Background: an optimization exercise with open tools, aiming at a short achievable clock period and few clock cycles. Do not read the settings as production practice.
The RTL was checked by simulation tests, not by an equivalence proof against the original design.
No activity file was given, so power comes from the tool's default toggle rates.

==> 03-19: inputs <==
==> flow/design.v (excerpt) <==
module processor(
input clk,
input rst,
output [31:0] imem_addr,
input  [31:0] imem_data,
output [31:0] dmem_addr,
output [31:0] dmem_wdata,
output dmem_we,
output dmem_re,
input  [31:0] dmem_rdata,
output ret_valid,
output [31:0] ret_pc,
output ret_we,
output [4:0] ret_waddr,
output [31:0] ret_wdata
);
reg [31:0] pc_f;
reg        v_d, hit_d, stall_q;
reg [31:0] ir_d, pc_d, pc4_d;
reg [31:0] rs_oh_d, rt_oh_d;    
reg        v_e, hit_e;
reg [31:0] a_e, b_e, sd_e, pc_e, pc4_e, st_e, pnx_e;
reg        we_e, lw_e, sw_e, link_e;
reg [4:0]  wa_e;
reg        sub_e, s_ar_e, s_and_e, s_or_e, s_xor_e, s_nor_e, s_slt_e, s_pass_e;
reg        j_e, jx_e, brv_e, baln_e, blez_e, beq_e;
reg        v_m;
reg [31:0] res_m, pc_m;
reg        we_m, lw_m;
reg [4:0]  wa_m;
reg        wen_w;            
reg [31:0] res_w;
reg [4:0]  wa_w;
reg [31:0] dmem_addr_q, dmem_wdata_q;
reg        dmem_we_q, dmem_re_q;
reg        ret_valid_q, ret_we_q;
reg [31:0] ret_pc_q, ret_wdata_q;
reg [4:0]  ret_waddr_q;
reg        flag_n, flag_v;
reg [31:0] rf [0:31];
reg        btb_v   [0:31];
reg [6:0]  btb_tag [0:31];
reg [31:0] btb_tgt [0:31];
reg        bu_set, bu_clr;
reg [4:0]  bu_idx;
reg [6:0]  bu_tag;
reg [31:0] bu_tgt;
assign imem_addr = pc_f;
wire [31:0] pc4_f  = pc_f + 32'd4;
wire [4:0]  idx_f  = pc_f[6:2];
wire        hit_f  = btb_v[idx_f] & (btb_tag[idx_f] == {pc_f[11:7], pc_f[1:0]});
wire [31:0] pred_f = hit_f ? btb_tgt[idx_f] : pc4_f;
wire [5:0] op_d = ir_d[31:26];
wire [5:0] fn_d = ir_d[5:0];
wire [4:0] rs_d = ir_d[25:21];
wire [4:0] rt_d = ir_d[20:16];
wire [4:0] rd_d = ir_d[15:11];
wire rtype_d  = (op_d == 6'h00);
wire i_brv    = rtype_d & (fn_d == 6'h14);
wire i_jmxor  = rtype_d & (fn_d == 6'h21);
wire i_sub    = rtype_d & (fn_d == 6'h22);
wire i_and    = rtype_d & (fn_d == 6'h24);
wire i_or     = rtype_d & (fn_d == 6'h25);
wire i_slt    = rtype_d & (fn_d == 6'h2a);
  ...
Settings: LEC_CHECK=0, CAP_MARGIN=20, CORE_MARGIN=2, CORE_UTILIZATION=40, SETUP_SLACK_MARGIN=0.5, SLEW_MARGIN=20; clock period 11.0 ns.
standard.sh (not shown) runs the stock make flow with config.mk's settings and CLKGATE_MAP_FILE= SYNTH_SCRIPT=/design/flow/synth_recipe.tcl, a recipe that flattens the netlist after the stock synthesis.
==> flow/flow/run.sh <==
#!/bin/bash
# Standard ORFS layout (the standard.sh, unchanged synthesis), with timing repair
# asked for a larger setup margin so that it keeps shortening the worst paths.
set -euo pipefail
cd "$(dirname "$0")/.."
bash standard.sh SETUP_SLACK_MARGIN=8 TNS_END_PERCENT=20 finish > standard_flow.log 2>&1
==> 01-05 (differences from 03-19) <==
--- a/flow/design.v
+++ b/flow/design.v
@@ -178,31 +178,26 @@
 output ret_we,
 output [4:0] ret_waddr,
 output [31:0] ret_wdata
 );
 reg [31:0] pc_f;
-reg        v_d, hit_d, stall_q;
+reg        v_d, hit_d;
 reg [31:0] ir_d, pc_d, pc4_d;
-reg [31:0] rs_oh_d, rt_oh_d;    
 reg        v_e, hit_e;
 reg [31:0] a_e, b_e, sd_e, pc_e, pc4_e, st_e, pnx_e;
 reg        we_e, lw_e, sw_e, link_e;
 reg [4:0]  wa_e;
 reg        sub_e, s_ar_e, s_and_e, s_or_e, s_xor_e, s_nor_e, s_slt_e, s_pass_e;
-reg        j_e, jx_e, brv_e, baln_e, blez_e, beq_e;
+reg        j_e, jx_e, brv_e, baln_e, blez_e, beq_e, pnx4_e, pnxst_e;
 reg        v_m;
-reg [31:0] res_m, pc_m;
-reg        we_m, lw_m;
+reg [31:0] res_m, sd_m, pc_m;
+reg        we_m, lw_m, dwe_m, dre_m;
 reg [4:0]  wa_m;
-reg        wen_w;            
-reg [31:0] res_w;
+reg        v_w;
+reg [31:0] res_w, pc_w;
+reg        we_w;
 reg [4:0]  wa_w;
-reg [31:0] dmem_addr_q, dmem_wdata_q;
-reg        dmem_we_q, dmem_re_q;
-reg        ret_valid_q, ret_we_q;
-reg [31:0] ret_pc_q, ret_wdata_q;
-reg [4:0]  ret_waddr_q;
 reg        flag_n, flag_v;
 reg [31:0] rf [0:31];
 reg        btb_v   [0:31];
 reg [6:0]  btb_tag [0:31];
 reg [31:0] btb_tgt [0:31];
@@ -233,12 +228,10 @@
 wire i_nori   = (op_d == 6'h0f);
 wire i_blezal = (op_d == 6'h24);
 wire i_jalpc  = (op_d == 6'h1f);
 wire i_baln   = (op_d == 6'h1b);
 wire need_b = ~(i_lw | i_nori | i_blezal | i_brv);
-wire [31:0] sext_d = {{16{ir_d[15]}}, ir_d[15:0]};
-wire [31:0] zext_d = {16'd0, ir_d[15:0]};
 wire [31:0] bx_e  = sub_e ? ~b_e : b_e;
 wire [31:0] sum_e = a_e + bx_e + {31'd0, sub_e};
 wire [31:0] r_e =
       ({32{s_ar_e}}   & sum_e)
     | ({32{s_and_e}}  & (a_e & b_e))
@@ -252,90 +245,59 @@
 wire [31:0] res_e = link_e ? pc4_e : r_e;
 wire blez_c = a_e[31] | (a_e == 32'd0);
 wire take_e = j_e | (baln_e & flag_n) | (brv_e & flag_v) | (blez_e & blez_c) | (beq_e & (a_e == b_e));
 wire [31:0] dyn_e = brv_e ? a_e : (a_e ^ b_e);      
 wire [31:0] tgt_e = jx_e ? dyn_e : st_e;
-wire tgt_ok = jx_e ? (dyn_e == pnx_e) : (st_e == pnx_e);
-wire mis_e  = v_e & (take_e ? ~tgt_ok : (pc4_e != pnx_e));
+wire tgt_ok = jx_e ? (dyn_e == pnx_e) : pnxst_e;
+wire mis_e  = v_e & (take_e ? ~tgt_ok : ~pnx4_e);
 wire [31:0] next_e = take_e ? tgt_e : pc4_e;
 wire hit_e_a = v_e & we_e & (wa_e == rs_d);
 wire hit_m_a = v_m & we_m & (wa_m == rs_d);
-wire hit_w_a = wen_w & (wa_w == rs_d);
+wire hit_w_a = v_w & we_w & (wa_w == rs_d);
 wire hit_e_b = v_e & we_e & (wa_e == rt_d);
 wire hit_m_b = v_m & we_m & (wa_m == rt_d);
-wire hit_w_b = wen_w & (wa_w == rt_d);
-reg [31:0] rf_a, rf_b;
-integer k;
-always @(*) begin
-  rf_a = 32'd0;
-  rf_b = 32'd0;
-  for (k = 0; k < 32; k = k + 1) begin
-    rf_a = rf_a | ({32{rs_oh_d[k]}} & rf[k]);
-    rf_b = rf_b | ({32{rt_oh_d[k]}} & rf[k]);
-  end
-end
+wire hit_w_b = v_w & we_w & (wa_w == rt_d);
 wire [31:0] m_val = lw_m ? dmem_rdata : res_m;
-wire [31:0] a_old = hit_m_a ? m_val : hit_w_a ? res_w : rf_a;
-wire [31:0] b_old = hit_m_b ? m_val : hit_w_b ? res_w : rf_b;
-wire [31:0] a_pre = (hit_e_a & link_e) ? pc4_e : a_old;
-wire [31:0] b_pre = (hit_e_b & link_e) ? pc4_e : b_old;
-wire        a_alu = hit_e_a & ~link_e;
-wire        b_alu = hit_e_b & ~link_e;
-wire        use_imm = i_lw | i_sw | i_nori;
-wire [31:0] imm_d   = i_nori ? zext_d : sext_d;
-wire [31:0] a_fwd = a_alu ? r_e : a_pre;
-wire [31:0] b_fwd = b_alu ? r_e : b_pre;
-wire [31:0] bi_fwd = (b_alu & ~use_imm) ? r_e : (use_imm ? imm_d : b_pre);
-wire [5:0] op_f = imem_data[31:26];
-wire [5:0] fn_f = imem_data[5:0];
-wire [4:0] rs_f = imem_data[25:21];
-wire [4:0] rt_f = imem_data[20:16];
-wire need_b_f = ~((op_f == 6'h23) | (op_f == 6'h0f) | (op_f == 6'h24) |
-                  ((op_f == 6'h00) & (fn_f == 6'h14)));
-wire haz_f = (i_lw & ((rt_d == rs_f) | (need_b_f & (rt_d == rt_f)))) |
-             (i_blezal & ((rs_f == 5'd25) | (need_b_f & (rt_f == 5'd25))));
-wire stall = v_d & stall_q;
+wire [31:0] a_fwd = hit_e_a ? res_e : hit_m_a ? m_val : hit_w_a ? res_w : rf[rs_d];
+wire [31:0] b_fwd = hit_e_b ? res_e : hit_m_b ? m_val : hit_w_b ? res_w : rf[rt_d];
+wire load_use = v_e & lw_e & (hit_e_a | (need_b & hit_e_b));
+wire blez_use = v_e & blez_e & ((rs_d == 5'd25) | (need_b & (rt_d == 5'd25)));
+wire stall    = v_d & (load_use | blez_use);
 wire go_d     = v_d & ~stall & ~mis_e;
+wire [31:0] sext_d = {{16{ir_d[15]}}, ir_d[15:0]};
+wire [31:0] zext_d = {16'd0, ir_d[15:0]};
 wire [31:0] bta_d  = pc4_d + {sext_d[29:0], 2'b00};
 wire [31:0] jta_d  = {pc4_d[31:28], ir_d[25:0], 2'b00};
 wire [31:0] st_d   = i_baln ? jta_d : bta_d;
-wire redir_d = v_d & ~stall & i_jalpc & ~hit_d;
-integer i;
 always @(posedge clk) begin
   if (rst) begin
     pc_f <= 32'd0;
     v_d  <= 1'b0;
   end else if (mis_e) begin
     pc_f <= next_e;
     v_d  <= 1'b0;
-  end else if (redir_d) begin
-    pc_f <= bta_d;
-    v_d  <= 1'b0;
   end else if (!stall) begin
     pc_f <= pred_f;
     v_d  <= 1'b1;
   end
-  stall_q <= ~rst & v_d & ~stall & haz_f;
   if (!stall) begin
     hit_d <= hit_f;
     ir_d  <= imem_data;
-    for (i = 0; i < 32; i = i + 1) begin
-      rs_oh_d[i] <= (rs_f == i);
-      rt_oh_d[i] <= (rt_f == i);
-    end
     pc_d  <= pc_f;
     pc4_d <= pc4_f;
   end
   v_e <= go_d & ~rst;
   begin
     a_e     <= a_fwd;
-    b_e     <= bi_fwd;
+    b_e     <= (i_lw | i_sw) ? sext_d : i_nori ? zext_d : b_fwd;
     sd_e    <= b_fwd;
     pc_e    <= pc_d;
     pc4_e   <= pc4_d;
     st_e    <= st_d;
-    pnx_e   <= redir_d ? bta_d : pc_f;
+    pnx_e   <= pc_f;
+    pnx4_e  <= (pc_f == pc4_d);
+    pnxst_e <= (pc_f == st_d);
     hit_e   <= hit_d;
     we_e    <= rtype_d | i_lw | i_nori | i_jalpc | i_baln;
     wa_e    <= i_blezal ? 5'd25 : (i_jmxor | i_baln) ? 5'd31 : rtype_d ? rd_d : rt_d;
     lw_e    <= i_lw;
     sw_e    <= i_sw;
@@ -363,50 +325,47 @@
   if (bu_set) begin
     btb_tag[bu_idx] <= bu_tag;
     btb_tgt[bu_idx] <= bu_tgt;
   end
   v_m   <= v_e & ~rst;
-  dmem_we_q <= v_e & sw_e & ~rst;
-  dmem_re_q <= v_e & lw_e & ~rst;
-  if (v_e & (lw_e | sw_e)) dmem_addr_q <= sum_e;
-  if (v_e & sw_e) dmem_wdata_q <= sd_e;
+  dwe_m <= v_e & sw_e & ~rst;
+  dre_m <= v_e & lw_e & ~rst;
   begin
     res_m <= res_e;
+    sd_m  <= sd_e;
     pc_m  <= pc_e;
     we_m  <= we_e | (blez_e & blez_c);
     wa_m  <= wa_e;
     lw_m  <= lw_e;
   end
   if (v_e) begin
     flag_n <= n_e;
     flag_v <= v_e_flag;
   end
-  wen_w <= v_m & we_m & ~rst;
-  res_w <= m_val;
-  wa_w  <= wa_m;
-  ret_valid_q <= v_m & ~rst;
-  if (v_m) begin
-    ret_pc_q    <= pc_m;
-    ret_we_q    <= we_m;
-    ret_waddr_q <= wa_m;
-    ret_wdata_q <= m_val;
+  v_w <= v_m & ~rst;
+  begin
+    res_w <= m_val;
+    pc_w  <= pc_m;
+    we_w  <= we_m;
+    wa_w  <= wa_m;
   end
-  if (wen_w) rf[wa_w] <= res_w;
+  if (v_w & we_w) rf[wa_w] <= res_w;
 end
+integer i;
 always @(posedge clk)
   if (rst) begin
     for (i = 0; i < 32; i = i + 1) btb_v[i] <= 1'b0;
   end else if (bu_set) begin
     btb_v[bu_idx] <= 1'b1;
   end else if (bu_clr) begin
     btb_v[bu_idx] <= 1'b0;
   end
-assign dmem_addr  = dmem_addr_q;
-assign dmem_wdata = dmem_wdata_q;
-assign dmem_we    = dmem_we_q;
-assign dmem_re    = dmem_re_q;
-assign ret_valid = ret_valid_q;
-assign ret_pc    = ret_pc_q;
-assign ret_we    = ret_we_q;
-assign ret_waddr = ret_waddr_q;
-assign ret_wdata = ret_wdata_q;
+assign dmem_addr  = res_m;
+assign dmem_wdata = sd_m;
+assign dmem_we    = dwe_m;
+assign dmem_re    = dre_m;
+assign ret_valid = v_w;
+assign ret_pc    = pc_w;
+assign ret_we    = we_w;
+assign ret_waddr = wa_w;
+assign ret_wdata = res_w;
 endmodule
==> flow/flow/run.sh (replaced) <==
#!/bin/bash
# Standard ORFS layout (the standard.sh, unchanged synthesis), with timing repair
# asked for a larger setup margin so that it keeps shortening the worst paths, and
# the port buffers made plain buffers (buf_4) rather than the smallest buffer-like cell.
set -euo pipefail
cd "$(dirname "$0")/.."
bash standard.sh SETUP_SLACK_MARGIN=7.5 TNS_END_PERCENT=20 \
  "BUFFER_PORTS_ARGS=-buffer_cell sky130_fd_sc_hd__buf_4" finish > standard_flow.log 2>&1
==> qor summary <==
quantity	01-05	03-19
Run status	no timing/DRC/antenna violations	no timing/DRC/antenna violations
Iteration-0 DRC count of the detailed router	10.6k	16.8k
Number of nets at the end of the flow	7,694	8,542
Sequential cell count	2,909	3,032
Number of fillers in the final layout	25.8k	25.5k
Met2 Resource Use GR	41.2%	46.2%
Placement row count	204	203
Final WL	427,000 um	507,000 um
DR WL/cell	35.9 um	39.8 um
Via count of the first global-routing pass	72.9k	81.4k
Post-route minimum period	3.75 ns	3.88 ns
Signal buf overhead	5.74%	5.42%
Simple-gate share of the synthesized area	3.48%	5.20%
Pwr per Cell Area	201 nW/um^2	209 nW/um^2
Combinational cell fraction of total power	18.5%	15.7%
EDFF count, synth	2,401	2,599
Worst Slack Setup Final	7.25 ns	7.12 ns
Mean instance size in the synthesized netlist	18.0 um^2	16.0 um^2
Total Power	29.6 mW	31.0 mW
Slew margin rel.	17.3%	10.4%
CTS-repair resized insts	525	1,193
Routability congestion estimate	0.934	0.990
Clock Power	10.4 mW	11.3 mW
Clock Network Area Fraction	6.78%	7.28%
Global-route track usage on met3	4.85%	10.4%
Testbench counts of 03-19, summed over its fixed seeds: cycles 135,889.
Testbench counts of 01-05, summed over its fixed seeds: cycles 136,589.

## re-timing with driven ports
No port has a modelled driver above. Below, the same layouts with a new extraction and two added sets of constraints. Step 1, drivers: a clkbuf_16 drives clk and a buf_2 each remaining input, both assumed. Step 2 times the ports against the registers' clock, not the clock port: input delays grow and output delays shrink by t, the midpoint of the rising clock arrivals with the driver on. a / b / c = ideal / step 1 / step 2; a / b = the first two.
run | t, ns | slack for setup (ns) | worst register clock-pin slew, ns | worst slew at a driven data input, ns | cell pins on the clock port's net
03-19 | 1.024 | 7.116 / 7.017 / 6.754 | 0.07 / 0.07 | 0.12 | 1
01-05 | 0.993 | 7.250 / 7.154 / 6.880 | 0.07 / 0.07 | 0.10 | 1
After both steps every run listed still meets setup and hold. For 01-05, which loses most, drivers alone change the setup slack by -0.096 ns; drivers and shift together by -0.370 ns.
